This design comes from an exercise in tuning for small area, a short achievable clock period and few clock cycles per item on the open sky130 flow, not from production work. Function was checked by simulation only, so behaviour that the tests miss may differ from the original.

## flow/run.sh

```bash
#!/bin/bash
# synth_recipe.tcl (not shown) runs the flow's synth.tcl, then flattens the netlist and writes it again
# the make line also repeats each setting of config.mk as NAME=value (left out here)
make -C /OpenROAD-flow-scripts/flow DESIGN_CONFIG=/design/flow/config.mk WORK_HOME=/design/flow/orfs CLKGATE_MAP_FILE= SYNTH_SCRIPT=/design/flow/synth_recipe.tcl finish
```

## flow/config.mk

```make
export PLATFORM = sky130hd
export DESIGN_NAME = DCT_N_2D_seq
export DESIGN_NICKNAME = DCT_N_2D_seq
export VERILOG_FILES = /design/flow/design.v
export SDC_FILE = /design/flow/constraint.sdc
export NUM_CORES = 4
export LEC_CHECK = 0
export CAP_MARGIN = 20
export CORE_AREA = 10 10 710 710
export DIE_AREA = 0 0 720 720
export SLEW_MARGIN = 20
```

## flow/constraint.sdc

```tcl
create_clock -name core_clock -period 14.0 [get_ports {clk}]
set_input_delay 2.8000 -clock core_clock [delete_from_list [all_inputs] [get_ports {clk}]]
set_output_delay 2.8000 -clock core_clock [all_outputs]
set_load 0.01 [all_outputs]
```

## flow/design.v

```verilog
module HEVC_DCT8_ROM (
input  logic [2:0] row,
input  logic [2:0] col,
output logic signed [7:0] coeff  
);
always_comb begin
case ({row, col})
6'd0: coeff = 8'sd64;
6'd1: coeff = 8'sd64;
6'd2: coeff = 8'sd64;
6'd3: coeff = 8'sd64;
6'd4: coeff = 8'sd64;
6'd5: coeff = 8'sd64;
6'd6: coeff = 8'sd64;
6'd7: coeff = 8'sd64;
6'd8: coeff = 8'sd89;
6'd9: coeff = 8'sd75;
6'd10: coeff = 8'sd50;
6'd11: coeff = 8'sd18;
6'd12: coeff = -8'sd18;
6'd13: coeff = -8'sd50;
6'd14: coeff = -8'sd75;
6'd15: coeff = -8'sd89;
6'd16: coeff = 8'sd83;
6'd17: coeff = 8'sd36;
6'd18: coeff = -8'sd36;
6'd19: coeff = -8'sd83;
6'd20: coeff = -8'sd83;
6'd21: coeff = -8'sd36;
6'd22: coeff = 8'sd36;
6'd23: coeff = 8'sd83;
6'd24: coeff = 8'sd75;
6'd25: coeff = -8'sd18;
6'd26: coeff = -8'sd89;
6'd27: coeff = -8'sd50;
6'd28: coeff = 8'sd50;
6'd29: coeff = 8'sd89;
6'd30: coeff = 8'sd18;
6'd31: coeff = -8'sd75;
6'd32: coeff = 8'sd64;
6'd33: coeff = -8'sd64;
6'd34: coeff = -8'sd64;
6'd35: coeff = 8'sd64;
6'd36: coeff = 8'sd64;
6'd37: coeff = -8'sd64;
6'd38: coeff = -8'sd64;
6'd39: coeff = 8'sd64;
6'd40: coeff = 8'sd50;
6'd41: coeff = -8'sd89;
6'd42: coeff = 8'sd18;
6'd43: coeff = 8'sd75;
6'd44: coeff = -8'sd75;
6'd45: coeff = -8'sd18;
6'd46: coeff = 8'sd89;
6'd47: coeff = -8'sd50;
6'd48: coeff = 8'sd36;
6'd49: coeff = -8'sd83;
6'd50: coeff = 8'sd83;
6'd51: coeff = -8'sd36;
6'd52: coeff = -8'sd36;
6'd53: coeff = 8'sd83;
6'd54: coeff = -8'sd83;
6'd55: coeff = 8'sd36;
6'd56: coeff = 8'sd18;
6'd57: coeff = -8'sd50;
6'd58: coeff = 8'sd75;
6'd59: coeff = -8'sd89;
6'd60: coeff = 8'sd89;
6'd61: coeff = -8'sd75;
6'd62: coeff = 8'sd50;
6'd63: coeff = -8'sd18;
default: coeff = 8'sd0;
endcase
end
endmodule
module HEVC_MAC_unit (
input  logic [127:0] xin,      
output logic [127:0] yout      
);
logic signed [15:0] in [0:7];
genvar gk;
generate
for (gk = 0; gk < 8; gk = gk + 1) begin : UNPK
assign in[gk] = xin[gk*16 +: 16];
end
endgenerate
logic signed [16:0] e [0:3];
logic signed [16:0] o [0:3];
always_comb begin
for (int k = 0; k < 4; k = k + 1) begin
e[k] = in[k] + in[7-k];
o[k] = in[k] - in[7-k];
end
end
logic signed [17:0] ee0, ee1, eo0, eo1;
assign ee0 = e[0] + e[3];
assign ee1 = e[1] + e[2];
assign eo0 = e[0] - e[3];
assign eo1 = e[1] - e[2];
logic [18:0] s0, s4;
assign s0 = ee0 + ee1 + 19'sd1;
assign s4 = ee0 - ee1 + 19'sd1;
logic [22:0] a, b, a9, b9, a83, b83, s2, s6;
assign a = 23'(eo0);
assign b = 23'(eo1);
assign a9  = (a << 3) + a;
assign b9  = (b << 3) + b;
assign a83 = (a << 6) + (a9 << 1) + a;
assign b83 = (b << 6) + (b9 << 1) + b;
assign s2 = a83 + (b9 << 2) + 23'd64;
assign s6 = (a9 << 2) - b83 + 23'd64;
logic [22:0] m18 [0:3];
logic [22:0] m50 [0:3];
logic [22:0] m75 [0:3];
logic [22:0] m89 [0:3];
always_comb begin
for (int k = 0; k < 4; k = k + 1) begin
logic [22:0] v, v9, v25;
v   = 23'(o[k]);
v9  = (v << 3) + v;
v25 = (v << 4) + v9;
m18[k] = v9 << 1;
m50[k] = v25 << 1;
m75[k] = (v25 << 1) + v25;
m89[k] = (v << 6) + v25;
end
end
logic [22:0] s1, s3, s5, s7;
assign s1 = m89[0] + m75[1] + m50[2] + m18[3] + 23'd64;
assign s3 = m75[0] - m18[1] - m89[2] - m50[3] + 23'd64;
assign s5 = m50[0] - m89[1] + m18[2] + m75[3] + 23'd64;
assign s7 = m18[0] - m50[1] + m75[2] - m89[3] + 23'd64;
assign yout[0*16 +: 16] = s0[16:1];
assign yout[4*16 +: 16] = s4[16:1];
assign yout[2*16 +: 16] = s2[22:7];
assign yout[6*16 +: 16] = s6[22:7];
assign yout[1*16 +: 16] = s1[22:7];
assign yout[3*16 +: 16] = s3[22:7];
assign yout[5*16 +: 16] = s5[22:7];
assign yout[7*16 +: 16] = s7[22:7];
endmodule
module DCT_N_2D_seq #(
parameter N = 8,                     
parameter BIT_DEPTH = 8
)(
input  logic clk,
input  logic reset,
input  logic start,
input  logic [N*N*16-1:0] x,        
output logic [N*N*16-1:0] y,        
output logic done
);
logic busy;                          
logic [1023:0] s;                    
logic [1023:0] uin, uout;            
assign uin = busy ? s : x;
genvar gi, gu;
generate
for (gi = 0; gi < 8; gi = gi + 1) begin : UNIT
HEVC_MAC_unit u (.xin(uin[gi*128 +: 128]), .yout(uout[gi*128 +: 128]));
for (gu = 0; gu < 8; gu = gu + 1) begin : WR
always_ff @(posedge clk) begin
if (start | busy) s[(gu*8+gi)*16 +: 16] <= uout[gi*128 + gu*16 +: 16];
end
end
end
endgenerate
always_ff @(posedge clk or posedge reset) begin
if (reset) begin
busy <= 1'b0;
done <= 1'b0;
end else if (busy) begin
busy <= 1'b0;
done <= 1'b1;
end else if (start) begin
busy <= 1'b1;
done <= 1'b0;
end
end
assign y = s;
endmodule
```

==> flow_summary.html <==
<table>
<tr><th>Metric</th><th>Value</th></tr>
<tr><th colspan="2">Detailed routing</th></tr>
<tr><td>Number of remaining DRC errors</td><td>0</td></tr>
<tr><td>WL per Instance</td><td>approximately 35 um</td></tr>
<tr><td>Via total after detailed routing</td><td>269000</td></tr>
<tr><td>Post-Route WL</td><td>1460000 um</td></tr>
<tr><td>Violation count after the first detailed-route iteration</td><td>35400</td></tr>
<tr><td>Total iterations of the first detailed-routing run</td><td>8</td></tr>
<tr><td>DR vias/cell</td><td>6.37</td></tr>
<tr><td>Antenna-violating nets left</td><td>0</td></tr>
<tr><th colspan="2">Synthesis</th></tr>
<tr><td>Cell accounting for the most synthesized area</td><td>sky130_fd_sc_hd__ha_1</td></tr>
<tr><td>Number of distinct library cells after synthesis</td><td>roughly 130</td></tr>
<tr><td>Synth Net Count</td><td>around 42000</td></tr>
<tr><td>Biggest area contributors in the synthesized netlist</td><td>sky130_fd_sc_hd__ha_1 22%, sky130_fd_sc_hd__fa_1 21%, sky130_fd_sc_hd__edfxtp_1 10%, sky130_fd_sc_hd__inv_1 8.6%, sky130_fd_sc_hd__xnor2_1 8.6%</td></tr>
<tr><td>Async SR Flop Fraction</td><td>0.195%</td></tr>
<tr><td>Warning count from the yosys run</td><td>9</td></tr>
<tr><td>Top cell type's share of synthesized area</td><td>between 20% and 30%</td></tr>
<tr><td>Post-Synthesis Cell Area</td><td>296000 um^2</td></tr>
<tr><td>Count of mapped cells out of synthesis</td><td>32600</td></tr>
<tr><td>Post-Syn Area per Cell</td><td>9.08 um^2</td></tr>
<tr><td>Post-synthesis sequential area ratio</td><td>10.4%</td></tr>
<tr><td>Most used flip-flop cell after synthesis</td><td>sky130_fd_sc_hd__edfxtp_1</td></tr>
<tr><td>#FFs+latches synth</td><td>1026</td></tr>
<tr><td>Most instantiated library cell after synthesis</td><td>sky130_fd_sc_hd__inv_1</td></tr>
<tr><td>Leading post-synthesis cells by instance count</td><td>6819 x sky130_fd_sc_hd__inv_1, 5248 x sky130_fd_sc_hd__ha_1, 3037 x sky130_fd_sc_hd__fa_1</td></tr>
<tr><td>Number of enable-type register cells in the synthesized netlist</td><td>1024</td></tr>
<tr><th colspan="2">Timing</th></tr>
<tr><td>Setup repair after global routing missed its margin</td><td>no</td></tr>
<tr><td>Total Negative Setup Slacks</td><td>0 ns</td></tr>
<tr><td>Slew Viols, Final</td><td>24</td></tr>
<tr><td>Highest Clock Rate</td><td>74.5 MHz</td></tr>
<tr><td>Tmin final</td><td>13.42 ns</td></tr>
<tr><td>Slew at the pin closest to its max-slew limit</td><td>around 1.7 ns</td></tr>
<tr><td>Final setup violation count</td><td>0</td></tr>
<tr><td>Final Hold Fails</td><td>0</td></tr>
<tr><td>Crit share post-route</td><td>95.9%</td></tr>
<tr><td>Final-layout worst hold slack</td><td>between 0.4 and 0.5 ns</td></tr>
<tr><td>Worst relative slew slack</td><td>-13.2%</td></tr>
<tr><td>Layout Skew</td><td>about 0.11 ns</td></tr>
<tr><th colspan="2">Setup path</th></tr>
<tr><td>Startpoint type of the worst setup path</td><td>register</td></tr>
<tr><td>Cell with the largest stage delay on the worst path</td><td>sky130_fd_sc_hd__dfrtp_4</td></tr>
<tr><td>Cell family with the largest share of critical-path delay</td><td>adder cells</td></tr>
<tr><td>Critical Path AT</td><td>14.18 ns</td></tr>
<tr><td>Worst Path Buf+Inv</td><td>6</td></tr>
<tr><td>Setup crit end kind</td><td>register</td></tr>
<tr><td>Start-to-end type of the worst setup path</td><td>reg -&gt; reg</td></tr>
<tr><td>Peak per-stage delay on the critical path</td><td>1.22 ns</td></tr>
<tr><td>Worst reg2reg path depth</td><td>38</td></tr>
<tr><td>Worst reg2reg path endpoint</td><td>s[671]</td></tr>
<tr><td>Required time of the worst setup path</td><td>roughly 15 ns</td></tr>
<tr><td>Maximum fanout along the worst path</td><td>23</td></tr>
<tr><td>Register-to-register setup slack</td><td>approximately 0.58 ns</td></tr>
<tr><td>Reg-to-reg startpoint</td><td>busy</td></tr>
<tr><td>CP Depth</td><td>38</td></tr>
<tr><th colspan="2">Status</th></tr>
<tr><td>Outcome</td><td>finished with violations</td></tr>
<tr><td>Layout check faults</td><td>capacitance limit, slew limit</td></tr>
<tr><th colspan="2">Placement</th></tr>
<tr><td>Half-perimeter wire length after placement</td><td>1290000 um</td></tr>
<tr><td>Routability congestion estimate</td><td>1.20</td></tr>
<tr><td>Buffers added on ports</td><td>2051</td></tr>
<tr><th colspan="2">Global routing</th></tr>
<tr><td>Antenna violations before repair</td><td>329</td></tr>
<tr><td>Remaining global-route overflow</td><td>0</td></tr>
<tr><td>Global-route total usage across every layer</td><td>54.2%</td></tr>
<tr><td>Wire length of the first global-routing pass</td><td>1970000 um</td></tr>
<tr><td>Largest net degree at the start of global routing</td><td>roughly 140</td></tr>
<tr><td>Number of global-route vias before repair</td><td>260000</td></tr>
<tr><th colspan="2">Run</th></tr>
<tr><td>Max-Cap Viols</td><td>2</td></tr>
<tr><th colspan="2">Clocking</th></tr>
<tr><td>Cells resized by post-CTS repair</td><td>0</td></tr>
<tr><td>Post-CTS setup buffer count</td><td>0</td></tr>
<tr><td>Number of sinks driven by the clock tree</td><td>1026</td></tr>
<tr><td>Maximum buffer depth of the clock tree</td><td>4</td></tr>
<tr><td>Skew-Pair Late Insertion Delay</td><td>approximately 1.1 ns</td></tr>
<tr><td>Total CTS buffers</td><td>150</td></tr>
<tr><td>Clk slew on worst S/H paths</td><td>~0.06 ns</td></tr>
<tr><td>Cts-stage hold buffer count</td><td>0</td></tr>
<tr><td>H-tree levels</td><td>4</td></tr>
<tr><td>TritonCTS clock tree</td><td>built</td></tr>
<tr><td>Cell chosen for the clock root</td><td>sky130_fd_sc_hd__clkbuf_16</td></tr>
<tr><th colspan="2">Worst hold path</th></tr>
<tr><td>Hold Path Depth</td><td>1</td></tr>
<tr><td>Worst Hold Endpoint</td><td>done</td></tr>
<tr><td>Hold path start</td><td>done</td></tr>
<tr><td>Worst min path class</td><td>reg -&gt; reg</td></tr>
<tr><th colspan="2">Layout</th></tr>
<tr><td>Area growth, synth to finish</td><td>13.6%</td></tr>
<tr><td>Net count reported at finish</td><td>44600</td></tr>
<tr><td>Fraction of layout cells with a size suffix above 1</td><td>5.41%</td></tr>
<tr><th colspan="2">Floorplanning</th></tr>
<tr><td>Initial core utilization</td><td>60.6%</td></tr>
<tr><td>Total I/O pin count</td><td>approximately 2100</td></tr>
<tr><td>Placement row count</td><td>257</td></tr>
<tr><td>Die area</td><td>518000 um^2</td></tr>
<tr><td>Vertical extent of the die</td><td>720 um</td></tr>
<tr><td>Die X</td><td>720 um</td></tr>
<tr><td>Core area</td><td>489000 um^2</td></tr>
</table>
[worst max-delay path by stage]
stage / slack (ns) / end / startpoint
2_1_floorplan: 1.75 / s[767] / x[944]
3_3_place_gp: 0.21 / s[767] / x[944]
3_5_place_dp: 0.03 / s[767] / x[944]
4_1_cts: 0.99 / s[767] / x[944]
5_1_grt: 0.26 / s[767] / x[944]
6_report: 0.58 / s[671] / busy
[placed cells by master (no fill, tap or decap), drive strengths merged, types with 224 or more instances in the layout]
cell type,n
inv,6857
nor2,1730
xnor2,2919
nand3,226
o21bai,1224
o21a,327
xor2,858
mux2i,608
fa,3037
buf,814
ha,5248
mux2,518
nand2,603
nor3,563
a21oi,2380
nor2b,277
o21ai,894
edfxtp,1024
diode,394
a21o,577
and3,224
clkdlybuf4s50,2051
[metrics by stage]
stage | instance area (um^2) | instances | worst slack [ns] | utilization, %
floorplan | 296000 | 32600 | 1.75 | -
global route | 336000 | 42000 | 0.256 | 68.6
detailed placement | 330000 | 41600 | 0.0315 | 67.5
global placement | 330000 | 41600 | 0.213 | 67.5
finish | 336000 | 42300 | 0.580 | 68.8
CTS | 335000 | 41900 | 0.989 | 68.5
[per-layer routing]
layer	up-vias	routed length (um)	share of wire (%)	global-route usage (%)
met5	-	1110	0.076	0.699
met4	74	212000	15	62.5
met3	5751	213000	15	22.2
met2	20000	558000	38	72.8
met1	130000	477000	33	60.4
li1	114000	-	-	-
[worst register-to-register path, delay by kind of cell, from the launching register on]
kind,cells,cell delay (ns)
AND/OR/NAND/NOR,4,0.55
buffers and inverters,6,1.73
AO/OA/AOI/OAI,13,3.29
XOR/XNOR,4,1.69
multiplexers,2,1.09
flip-flops,1,1.22
adder cells (fa/ha/maj),9,3.58
[layout make-up]
| type | count | area [um^2] |
|---|---|---|
| Multi-Input combinational cell | 24400 | 239000 |
| Fill cell | 38100 | 153000 |
| Sequential cell | 1026 | 30800 |
| Timing Repair Buffer | 2865 | 27000 |
| Inverter | 6859 | 25700 |
| Tap cell | 6475 | 8100 |
| Clock buffer | 169 | 3890 |
| Clock inverter | 101 | 1210 |
| Antenna cell | 394 | 986 |
[cells by family after synthesis]
group | share of synthesized area, %
AO/OA/AOI/OAI | 14.4
XOR/XNOR | 11.8
adder cells (fa/ha/maj) | 43.3
buffers and inverters | 9.16
flip-flops | 10.4
multiplexers | 4.02
AND/OR/NAND/NOR | 7.00
[flip-flops by register name, indices dropped and copies added, names as in the netlist]
| register | flops |
|---|---|
| done | 1 |
| busy | 1 |
| s | 1024 |
Testbench counts, summed over its fixed seeds: cycles 384, items 192.

-- afterwards: timing with drivers on the ports --
Ports are ideal in the flow. The routed layout listed here was re-timed in OpenROAD.
Step 1, drivers: a clkbuf_16 drives clk and a buf_2 each remaining input, both assumed.
Step 2 moves the port delays by t, midway between the first and last clock arrival at a register: inputs arrive t later, outputs are due t later. That takes back most of the time a late clock gives input paths.
Slacks: ideal ports / drivers / drivers and shift; pairs: ideal ports / drivers.
shift t [ns]: 1.131
setup WS [ns]: 0.580 / 0.580 / -0.432
hold slack, ns: 0.498 / 0.498 / 0.498
For this run, drivers alone change the setup slack by 0.000 ns; drivers and shift together by -1.012 ns.
